This design comes from an exercise in tuning for small area on the open sky130 flow, not from production work. In this exercise RTL edits were held to simulation tests only and were not proved equivalent to the original. Power is estimated from default activity; no workload was simulated.

==> flow/design.v <==
module apb_i2c_master #(
  parameter int APB_ADDR_WIDTH = 8,
  parameter int CLK_DIV_WIDTH  = 16
) (
  input  logic                      pclk,
  input  logic                      presetn,
  input  logic [APB_ADDR_WIDTH-1:0] paddr,
  input  logic                      psel,
  input  logic                      penable,
  input  logic                      pwrite,
  input  logic [31:0]               pwdata,
  output logic [31:0]               prdata,
  output logic                      pready,
  output logic                      pslverr,
  input  logic                      scl_i,
  output logic                      scl_o,
  output logic                      scl_oe,
  output logic                      sda_o,
  output logic                      sda_oe,
  input  logic                      sda_i,
  output logic                      irq
);
  localparam logic [2:0] IDLE         = 3'd0;
  localparam logic [2:0] START        = 3'd1;
  localparam logic [2:0] BIT_SEND     = 3'd2;
  localparam logic [2:0] BIT_RECV     = 3'd3;
  localparam logic [2:0] ACK_PHASE    = 3'd4;
  localparam logic [2:0] STOP_WAIT    = 3'd5;
  localparam logic [2:0] STOP_RELEASE = 3'd6;
  localparam logic [2:0] COMPLETE     = 3'd7;
  logic                     en, hold_scl_low;
  logic [CLK_DIV_WIDTH-1:0] clk_div_reg;
  logic [7:0]               txdata_reg;
  logic [7:0]               rxdata_reg;
  logic [4:0]               cmd_reg;
  logic                     tx_buffer_valid;
  logic                     irq_done, irq_err;
  logic [1:0]               irq_en;
  logic st_busy, st_tip, st_rxv, st_txe, st_stretch, st_irqp;
  logic res_nack, res_arb, res_cmderr;
  logic [2:0] state;
  logic       active_stop, active_read, active_ack;
  logic       ack_from_slave;
  logic [8:0] shift_reg;
  logic       scl_drive_low, sda_drive_low;
  logic       error_event, just_accepted, set_rx_valid;
  logic [2:0] scl_filter, sda_filter;
  logic       scl_sync, sda_sync, sda_sync_d;
  logic       bus_busy;
  logic [CLK_DIV_WIDTH-1:0] clk_cnt;
  logic                     scl_tick;
  wire cmd_start = cmd_reg[0];
  wire cmd_stop  = cmd_reg[1];
  wire cmd_read  = cmd_reg[2];
  wire cmd_write = cmd_reg[3];
  wire cmd_ack   = cmd_reg[4];
  wire apb_write = psel & penable & pwrite;
  wire apb_read  = psel & penable & ~pwrite;
  assign pready  = 1'b1;
  assign pslverr = 1'b0;
  assign scl_o   = 1'b0;
  assign sda_o   = 1'b0;
  assign scl_oe  = scl_drive_low;
  assign sda_oe  = sda_drive_low;
  assign irq = ((irq_done & irq_en[0]) | (irq_err & irq_en[1])) & en;
  wire st_idle     = (state == IDLE);
  wire st_complete = (state == COMPLETE);
  wire done_event  = st_complete;
  wire accept      = en & st_idle & (cmd_reg != 5'd0);
  wire accept_event    = just_accepted & ~st_complete;
  wire consume_tx_byte = just_accepted & (state == START || state == BIT_SEND);
  wire res_show = st_idle | just_accepted;
  wire arb_lost = (state == BIT_SEND) & shift_reg[8] & ~sda_sync & (scl_tick ? scl_drive_low : ~scl_drive_low);
  wire ack_sample = (state == ACK_PHASE) & ack_from_slave & scl_tick & scl_drive_low;
  wire wr_ctrl   = apb_write & (paddr == 8'h00);
  wire wr_clkdiv = apb_write & (paddr == 8'h08);
  wire wr_txdata = apb_write & (paddr == 8'h0C);
  wire wr_cmd    = apb_write & (paddr == 8'h14);
  wire wr_irqst  = apb_write & (paddr == 8'h18);
  wire wr_irqen  = apb_write & (paddr == 8'h1C);
  always_ff @(posedge pclk or negedge presetn) begin
    if (!presetn) begin
      scl_filter <= 3'b111;
      sda_filter <= 3'b111;
      scl_sync   <= 1'b1;
      sda_sync   <= 1'b1;
    end else begin
      scl_filter <= {scl_filter[1:0], scl_i};
      sda_filter <= {sda_filter[1:0], sda_i};
      if (&scl_filter)
        scl_sync <= 1'b1;
      else if (~|scl_filter)
        scl_sync <= 1'b0;
      if (&sda_filter)
        sda_sync <= 1'b1;
      else if (~|sda_filter)
        sda_sync <= 1'b0;
    end
  end
  always_ff @(posedge pclk)
    sda_sync_d <= sda_sync;
  wire start_detect = sda_sync_d & ~sda_sync & scl_sync;
  wire stop_detect  = ~sda_sync_d & sda_sync & scl_sync;
  wire hold_for_stretch = ~scl_drive_low & ~scl_sync;
  always_ff @(posedge pclk) begin
    if (!en) begin
      clk_cnt  <= '0;
      scl_tick <= 1'b0;
    end else if (hold_for_stretch) begin
      scl_tick <= 1'b0;
    end else if (st_idle || st_complete || clk_cnt == '0) begin
      clk_cnt  <= clk_div_reg;
      scl_tick <= ~(st_idle || st_complete);
    end else begin
      clk_cnt  <= clk_cnt - 1'b1;
      scl_tick <= 1'b0;
    end
  end
  always_ff @(posedge pclk or negedge presetn) begin
    if (!presetn)
      bus_busy <= 1'b0;
    else if (!en)
      bus_busy <= 1'b0;
    else if (stop_detect)
      bus_busy <= 1'b0;
    else if (start_detect)
      bus_busy <= 1'b1;
  end
  always_ff @(posedge pclk or negedge presetn) begin
    if (!presetn) begin
      en              <= 1'b0;
      hold_scl_low    <= 1'b0;
      clk_div_reg     <= '0;
      txdata_reg      <= '0;
      cmd_reg         <= '0;
      irq_done        <= 1'b0;
      irq_err         <= 1'b0;
      irq_en          <= 2'b01;
    end else begin
      if (wr_ctrl) begin
        en           <= pwdata[0];
        hold_scl_low <= pwdata[2];
      end
      if (wr_clkdiv) clk_div_reg <= pwdata[CLK_DIV_WIDTH-1:0];
      if (wr_txdata) txdata_reg <= pwdata[7:0];
      if (wr_irqen)  irq_en <= pwdata[1:0];
      if (!en)
        cmd_reg <= '0;
      else if (wr_cmd)
        cmd_reg <= pwdata[4:0];
      else if (just_accepted)
        cmd_reg <= '0;
      if (!en)
        irq_done <= 1'b0;
      else if (wr_irqst & pwdata[0])
        irq_done <= 1'b0;
      else if (done_event)
        irq_done <= 1'b1;
      if (!en)
        irq_err <= 1'b0;
      else if (wr_irqst & pwdata[1])
        irq_err <= 1'b0;
      else if (error_event)
        irq_err <= 1'b1;
    end
  end
  always_ff @(posedge pclk) begin
    if (!en)
      tx_buffer_valid <= 1'b0;
    else if (wr_txdata)
      tx_buffer_valid <= 1'b1;
    else if (consume_tx_byte)
      tx_buffer_valid <= 1'b0;
  end
  always_ff @(posedge pclk or negedge presetn) begin
    if (!presetn) begin
      st_busy    <= 1'b0;
      st_tip     <= 1'b0;
      st_rxv     <= 1'b0;
      st_txe     <= 1'b0;
      st_stretch <= 1'b0;
      st_irqp    <= 1'b0;
      res_nack   <= 1'b0;
      res_arb    <= 1'b0;
      res_cmderr <= 1'b0;
    end else begin
      st_txe  <= st_idle & (cmd_reg == 5'd0);
      st_tip  <= ~st_idle & ~st_complete;
      st_busy <= bus_busy;
      st_irqp <= irq;
      if (!en) begin
        st_stretch <= 1'b0;
        st_rxv     <= 1'b0;
        res_nack   <= 1'b0;
        res_cmderr <= 1'b0;
        res_arb    <= 1'b0;
      end else begin
        if (hold_for_stretch)
          st_stretch <= 1'b1;
        else if (done_event)
          st_stretch <= 1'b0;
        if (set_rx_valid)
          st_rxv <= 1'b1;
        else if ((apb_read && paddr == 8'h10) || accept_event)
          st_rxv <= 1'b0;
        if (just_accepted) begin
          res_nack   <= 1'b0;
          res_arb    <= 1'b0;
          res_cmderr <= st_complete;
        end else begin
          if (arb_lost)
            res_arb <= 1'b1;
          if (ack_sample)
            res_nack <= sda_sync;
        end
      end
    end
  end
  always_comb begin
    prdata = '0;
    case (paddr)
      8'h00: begin
        prdata[0] = en;
        prdata[2] = hold_scl_low;
      end
      8'h04: prdata[8:0] = {res_cmderr & res_show, st_irqp, st_stretch, res_arb & res_show,
                            res_nack & res_show, st_txe, st_rxv, st_tip, st_busy};
      8'h08: prdata[CLK_DIV_WIDTH-1:0] = clk_div_reg;
      8'h0C: prdata[7:0] = txdata_reg;
      8'h10: prdata[7:0] = rxdata_reg;
      8'h14: prdata[4:0] = cmd_reg;
      8'h18: prdata[1:0] = {irq_err, irq_done};
      8'h1C: prdata[1:0] = irq_en;
      default: ;
    endcase
  end
  wire wr_or_rd = cmd_write | cmd_read;
  wire illegal  = (cmd_write & cmd_read) | (cmd_ack & ~cmd_read) |
                  (~cmd_start & ~cmd_stop & ~wr_or_rd) | (cmd_start & ~wr_or_rd) |
                  (wr_or_rd & ~tx_buffer_valid);
  wire stop_only = cmd_stop & ~cmd_start & ~wr_or_rd;
  always_ff @(posedge pclk) begin
    if (en) begin
      if (st_idle) begin
        active_stop    <= cmd_stop;
        active_read    <= cmd_read;
        active_ack     <= cmd_ack;
        ack_from_slave <= 1'b1;
        shift_reg      <= {txdata_reg, 1'b1};
      end
      if (state == BIT_SEND && scl_tick && !scl_drive_low)
        shift_reg <= {shift_reg[7:0], 1'b0};
      if (ack_sample)
        shift_reg <= 9'd1;
      if (state == BIT_RECV && scl_tick && scl_drive_low) begin
        shift_reg <= {shift_reg[7:0], sda_sync};
        if (shift_reg[7])
          ack_from_slave <= 1'b0;
      end
    end
  end
  always_ff @(posedge pclk) begin
    just_accepted <= accept;
    set_rx_valid  <= en & (state == BIT_RECV) & scl_tick & scl_drive_low & shift_reg[7];
    error_event   <= en & ((st_idle & (cmd_reg != 5'd0) & illegal) | arb_lost |
                           (ack_sample & sda_sync) |
                           (st_complete & (just_accepted | res_nack | res_arb)));
  end
  always_ff @(posedge pclk or negedge presetn) begin
    if (!presetn) begin
      state         <= IDLE;
      scl_drive_low <= 1'b0;
      sda_drive_low <= 1'b0;
      rxdata_reg    <= 8'h00;
    end else begin
      if (!en) begin
        state         <= IDLE;
        scl_drive_low <= hold_scl_low;
        sda_drive_low <= 1'b0;
      end else begin
        case (state)
          IDLE: begin
            scl_drive_low <= hold_scl_low;
            sda_drive_low <= 1'b0;
            if (cmd_reg != 5'd0) begin
              if (illegal) begin
                state       <= COMPLETE;
              end else if (stop_only) begin
                state <= STOP_WAIT;
              end else if (cmd_start) begin
                state <= START;
              end else begin
                state         <= BIT_SEND;
                scl_drive_low <= 1'b1;
              end
            end
          end
          START: begin
            sda_drive_low <= 1'b1;
            scl_drive_low <= 1'b0;
            if (scl_sync && scl_tick) begin
              state         <= BIT_SEND;
              scl_drive_low <= 1'b1;
            end
          end
          BIT_SEND: begin
            if (scl_tick) begin
              scl_drive_low <= ~scl_drive_low;
              if (!scl_drive_low) begin
                sda_drive_low <= ~shift_reg[7];
              end else if (shift_reg[8] && !sda_sync) begin
                state         <= COMPLETE;
                sda_drive_low <= 1'b0;
                scl_drive_low <= 1'b0;
              end else if (shift_reg[6:0] == 7'd0) begin
                state         <= ACK_PHASE;
                sda_drive_low <= 1'b0;
              end
            end else if (!scl_drive_low && shift_reg[8] && !sda_sync) begin
              state         <= COMPLETE;
              sda_drive_low <= 1'b0;
              scl_drive_low <= 1'b0;
            end
          end
          ACK_PHASE: begin
            if (scl_tick) begin
              scl_drive_low <= ~scl_drive_low;
              if (!scl_drive_low) begin
                if (ack_from_slave || !active_ack)
                  sda_drive_low <= 1'b0;
              end else begin
                if (ack_from_slave && active_read && !sda_sync)
                  state <= BIT_RECV;
                else if (active_stop)
                  state <= STOP_WAIT;
                else
                  state <= COMPLETE;
              end
            end
          end
          BIT_RECV: begin
            if (scl_tick) begin
              scl_drive_low <= ~scl_drive_low;
              if (scl_drive_low) begin
                if (shift_reg[7]) begin
                  rxdata_reg    <= {shift_reg[6:0], sda_sync};
                  state         <= ACK_PHASE;
                  sda_drive_low <= active_ack;
                end
              end else if (shift_reg[7] && !active_ack) begin
                sda_drive_low <= 1'b0;
              end
            end
          end
          STOP_WAIT: begin
            scl_drive_low <= 1'b0;
            sda_drive_low <= 1'b1;
            if (scl_sync)
              state <= STOP_RELEASE;
          end
          STOP_RELEASE: begin
            scl_drive_low <= 1'b0;
            sda_drive_low <= 1'b0;
            state         <= COMPLETE;
          end
          default: begin  
            scl_drive_low <= hold_scl_low;
            sda_drive_low <= 1'b0;
            state         <= IDLE;
          end
        endcase
      end
    end
  end
endmodule
==> flow/flow/run.sh <==
#!/bin/bash
# Standard ORFS layout (the standard.sh) with:
#  - the standard synthesis, whose combinational logic is then re-mapped for
#    area by Yosys/ABC (registers untouched, see flow/resyn.ys);
#  - the smallest drive strength for every logic cell after floorplan, the
#    later repair steps sizing up what timing, slew or capacitance need;
#  - buf_1 port buffers, one tie cell per level, no dummy clock loads.
set -euo pipefail
W=$PWD
R=$W/orfs/results/sky130hd/apb_i2c_master/base
LIB=$FLOW_HOME/platforms/sky130hd/lib/sky130_fd_sc_hd__tt_025C_1v80.lib
bash standard.sh synth > synth.log 2>&1
cp $R/1_2_yosys.v $W/standard_1_2_yosys.v
DU=""
for c in $(sed -n '/^export DONT_USE_CELLS/,/^$/p' $FLOW_HOME/platforms/sky130hd/config.mk | grep -o 'sky130_fd_sc_hd__[a-z0-9_]*'); do DU="$DU -dont_use $c"; done
sed -e "s|@LIB@|$LIB|g" -e "s|@NETLIST@|$W/standard_1_2_yosys.v|" -e "s|@DONTUSE@|$DU|" \
    -e "s|@ABC@|$W/flow/resyn.abc|" -e "s|@OUT@|$W/resyn_1_2_yosys.v|" flow/resyn.ys > $W/resyn_run.ys
yosys -s $W/resyn_run.ys > resyn.log 2>&1
cp $W/resyn_1_2_yosys.v $R/1_2_yosys.v
touch $R/1_2_yosys.v
export BUFFER_PORTS_ARGS="-buffer_cell sky130_fd_sc_hd__buf_1"
export SKIP_REPAIR_TIE_FANOUT=1
export POST_FLOORPLAN_TCL="$W/flow/downsize.tcl"
export CTS_ARGS="-sink_clustering_enable -repair_clock_nets -dont_use_dummy_load -buf_list sky130_fd_sc_hd__clkbuf_4 -root_buf sky130_fd_sc_hd__clkbuf_8 -sink_clustering_size 10 -sink_clustering_max_diameter 60"
bash standard.sh > standard.log 2>&1
==> flow/flow/downsize.tcl <==
# Swap every combinational cell for the smallest cell of the same function
# (same name stem, other drive strength). Registers, tie, tap and clock
# cells are left alone; later repair steps size up whatever timing, slew or
# capacitance needs.
proc my_downsize {} {
  set block [ord::get_db_block]
  set db [ord::get_db]
  set swapped 0
  set saved 0.0
  foreach inst [$block getInsts] {
    set name [[$inst getMaster] getName]
    if { ![regexp {^(sky130_fd_sc_hd__([a-z0-9]+))_([0-9]+)$} $name -> stem fn drv] } { continue }
    if { [regexp {^(df|edf|sdf|dl|conb|tap|fill|decap|clk|lpflow|probe|diode)} $fn] } { continue }
    set cur [get_lib_cells */$name]
    if { $cur == "" } { continue }
    set best $name
    set best_area [get_property $cur area]
    foreach d {0 1 2 3 4 6 8 12 16} {
      set cand "${stem}_$d"
      if { $cand == $name } { continue }
      set lc [get_lib_cells -quiet */$cand]
      if { $lc == "" } { continue }
      if { [get_property $lc dont_use] } { continue }
      set a [get_property $lc area]
      if { $a < $best_area - 1e-6 } {
        set best $cand
        set best_area $a
      }
    }
    if { $best != $name } {
      set saved [expr { $saved + [get_property $cur area] - $best_area }]
      replace_cell [$inst getName] [get_lib_cells */$best]
      incr swapped
    }
  }
  puts "my_downsize: swapped $swapped cells, saved [format %.1f $saved] um2"
}
my_downsize
==> flow/flow/resyn.abc <==
strash
dc2
&get -n
&dch -f
&nf -R 1000 -a
&put
strash
dc2
&get -n
&dch -f
&nf -R 1000 -a
&put
==> flow/flow/resyn.ys <==
# Re-map the standard synthesis's logic for area. The registers and tie
# cells are kept as they are (same instances, names and cell types); only
# the combinational cells between them are re-mapped.
read_liberty -ignore_miss_func @LIB@
read_verilog @NETLIST@
hierarchy -top apb_i2c_master
setattr -mod -set keep_hierarchy 1 sky130_fd_sc_hd__df* sky130_fd_sc_hd__edf* sky130_fd_sc_hd__conb*
flatten
delete t:$scopeinfo
opt -purge
abc -liberty @LIB@ @DONTUSE@ -script @ABC@
tee -o resyn_stat.txt stat -liberty @LIB@
# the mapped cells as the library's black boxes again
read_liberty -lib -overwrite @LIB@
setundef -zero
splitnets
opt_clean -purge
hilomap -singleton -hicell sky130_fd_sc_hd__conb_1 HI -locell sky130_fd_sc_hd__conb_1 LO
opt_clean -purge
check -assert
write_verilog -noattr -nohex -nodec @OUT@
==> flow/standard.sh <==
#!/bin/bash
# synth_recipe.tcl (not shown) runs the flow's synth.tcl, then flattens the netlist and writes it again
# the make line also repeats each setting of config.mk as NAME=value (left out here)
make -C /OpenROAD-flow-scripts/flow DESIGN_CONFIG=/design/flow/config.mk WORK_HOME=/design/flow/orfs CLKGATE_MAP_FILE= SYNTH_SCRIPT=/design/flow/synth_recipe.tcl "${@:-finish}"
==> flow/config.mk <==
export PLATFORM = sky130hd
export DESIGN_NAME = apb_i2c_master
export DESIGN_NICKNAME = apb_i2c_master
export VERILOG_FILES = /design/flow/design.v
export SDC_FILE = /design/flow/constraint.sdc
export NUM_CORES = 4
export LEC_CHECK = 0
export CAP_MARGIN = 20
export CORE_MARGIN = 2
export CORE_UTILIZATION = 40
export SLEW_MARGIN = 20
==> flow/constraint.sdc <==
create_clock -name core_clock -period 10.0 [get_ports {pclk}]
set_input_delay 2.0000 -clock core_clock [delete_from_list [all_inputs] [get_ports {pclk}]]
set_output_delay 2.0000 -clock core_clock [all_outputs]
set_load 0.01 [all_outputs]
==> impl_metrics.tcl <==
set metrics [dict create \
    die_y_um 112 \
    grt_max_degree 67 \
    fmax_mhz 170 \
    grt_util_all_layers 0.200 \
    numCtsBuffers 9 \
    drv_slew 0 \
    slew_headroom 0.426 \
    dp_cells 648 \
    hold_violations 0 \
    skew_ps 40.2 \
    num_vias 3852 \
    start_kind "primary input" \
    port_buffers 49 \
    final_core_utilization 0.454 \
    p_leak_nw 2.10 \
    fin_crit_ps 5870 \
    status "no timing/DRC/antenna violations" \
    cts_root_buffer "clkbuf_8" \
    max_slew.worst_pin.slew_ps 861 \
    syn_avg_cell_area_um2 10.3 \
    final_cells 657 \
    synthCells 452 \
    clockBufferDepth 2 \
    worstSetupPathType "in -> out" \
    drt_iter0_markers 342 \
    htreeDepth 3 \
    area_delta_synth_final_pct 11.3 \
    fin_tns_setup_ps 0 \
    grt_pass1_vias 3633 \
    io_pins 86 \
    powerDensity_nw_per_um2 130 \
    fin_crit_sh 0.587 \
    post_cts_resize_count 0 \
    end_kind "output pin" \
    gp_congestion 0.833 \
    grt-ovfl-total 0 \
    fin_hold_ws_ps 364 \
    fp.dieArea_um2 12500 \
    synth_nets 499 \
    drt-total-wl_um 12100 \
    post_drt_wl_per_cell_um 18.4 \
    yosys_warnings 1 \
    grt_pass1_wl_um 19500 \
    max-cap-violations 0 \
    min_path_type "reg -> reg" \
    nNetsFinal 563 \
    antenna_found_initial 0 \
    clkLatencyLatePin_ps 390 \
    avgViaCountPerCell 5.86 \
    vdd_drop_max_mv 0.110 \
    start_util 0.408 \
    num_rows 39 \
    setup_viol_count_final 0 \
    place_hpwl_um 8670 \
    fin_ws_ps 4130 \
    layout-drive-gt1-share 0.0467 \
    diodes 0 \
    rsz0062_at_grt "no" \
    synth_area_um2 4640 \
    cts_tree "done" \
    worstPathArrival_ps 3870 \
    firstDrtPassIters 5 \
    clkTransAtPathRegs_ps 80 \
    coreArea_um2 11400 \
    cts_setup_buffers 0 \
    drc 0 \
    cp_max_fo 7 \
    die_w_um 112 \
    pre_cts_ws_ps 4100 \
    cts_sinks 101 \
    postRouteAntennaNets 0 \
    postCtsHoldBufs 0 \
    worstPathRequired_ps 8000 \
]
layer usage:
metal	vias to the layer above	routed length [um]	global-route usage
li1	1809	-	-
met1	1887	5690	0.290
met2	141	5430	0.296
met3	15	701	0.0523
met4	0	246	0.0617
met5	-	0	0
power breakdown:
part	switching [mW]	internal, mW	total, mW
Sequential	0.00791	0.422	0.429
Clock	0.124	0.0809	0.205
Combinational	0.0270	0.0104	0.0373
Total	0.159	0.513	0.672
placed cells by master (no fill, tap or decap), types with 3 or more instances in the layout:
master	count
nor3_1	13
a22oi_1	14
and2_0	9
a221oi_1	3
nor2b_1	8
clkbuf_8	9
a32oi_1	3
nor2_1	51
nor4_1	7
nand2b_1	6
mux2_1	36
o22ai_1	3
and3_1	3
o21ai_0	34
nand3b_1	4
a31oi_1	6
a222oi_1	8
a21oi_1	18
dfstp_2	9
or4_1	3
nand3_1	17
nand2_1	57
a21boi_0	4
nor3b_1	3
buf_1	48
dfrtp_1	57
mux2i_1	9
buf_4	4
dfxtp_1	22
clkinv_1	4
or3_1	4
edfxtp_1	13
path summary, 6_finish.rpt:
path | startpoint | endpoint | slack (ps) | cells past startpoint
max in group asynchronous | presetn | rxdata_reg[6]$_DFFE_PN0P_ | 7600 | 2
worst min register to register | scl_filter[0]$_DFF_PN1_ | scl_filter[1]$_DFF_PN1_ | 360 | 0
worst min-delay path | scl_filter[0]$_DFF_PN1_ | scl_filter[1]$_DFF_PN1_ | 360 | 0
min in group asynchronous | presetn | clk_div_reg[7]$_DFFE_PN0P_ | 1810 | 2
worst max-delay path | paddr[7] | prdata[5] | 4130 | 9
worst max register to register | clk_cnt[0]$_SDFFE_PN0N_ | clk_cnt[13]$_SDFFE_PN0N_ | 6540 | 12
through the flow:
step | instance area, um^2 | power [mW]
final | 5160 | 0.672
after global routing | 5160 | 0.704
after CTS | 5160 | 0.682
after detailed placement | 5040 | 0.476
after global placement | 5040 | 0.473
after floorplan | 4640 | 0.454
cell type report:
type	instances	area (um^2)
inverter	4	15.0
clock buffer	9	124
sequential	101	2490
tap	143	179
multi-input combinational	347	2140
timing repair buffer	53	215
fill	1077	6210
worst max-delay path, cell delays in order:
cell and delay, ps:
buf_1 80, or3_1 420, nor2_1 100, nand2_1 70
nor2_1 490, o21a_1 250, a222oi_1 100, nand2_1 180
buf_1 170

## port drivers added, routing unchanged
In the flow no input, the clock included, has a driving cell. The finished layout below was timed again as built, in two steps.
Step 1 assumes that a clkbuf_16 drives the clock port and a buf_2 every other input.
Step 2 also shifts input and output timing later by t, the mid clock arrival at the registers, as if the neighbouring blocks saw the same clock.
a / b / c = ideal ports / drivers / drivers and shift; a / b = the first two.
shift t [ns]: 0.401
setup WS [ns]: 4.130 / 4.108 / 4.108
worst register clock-pin slew, ns: 0.11 / 0.11
worst data-port slew with drivers (ns): 0.04
cell pins on the clock port's net: 1
After both steps setup and hold are still met in this run. For this run, drivers alone change the setup slack by -0.022 ns; drivers and shift together by -0.022 ns.
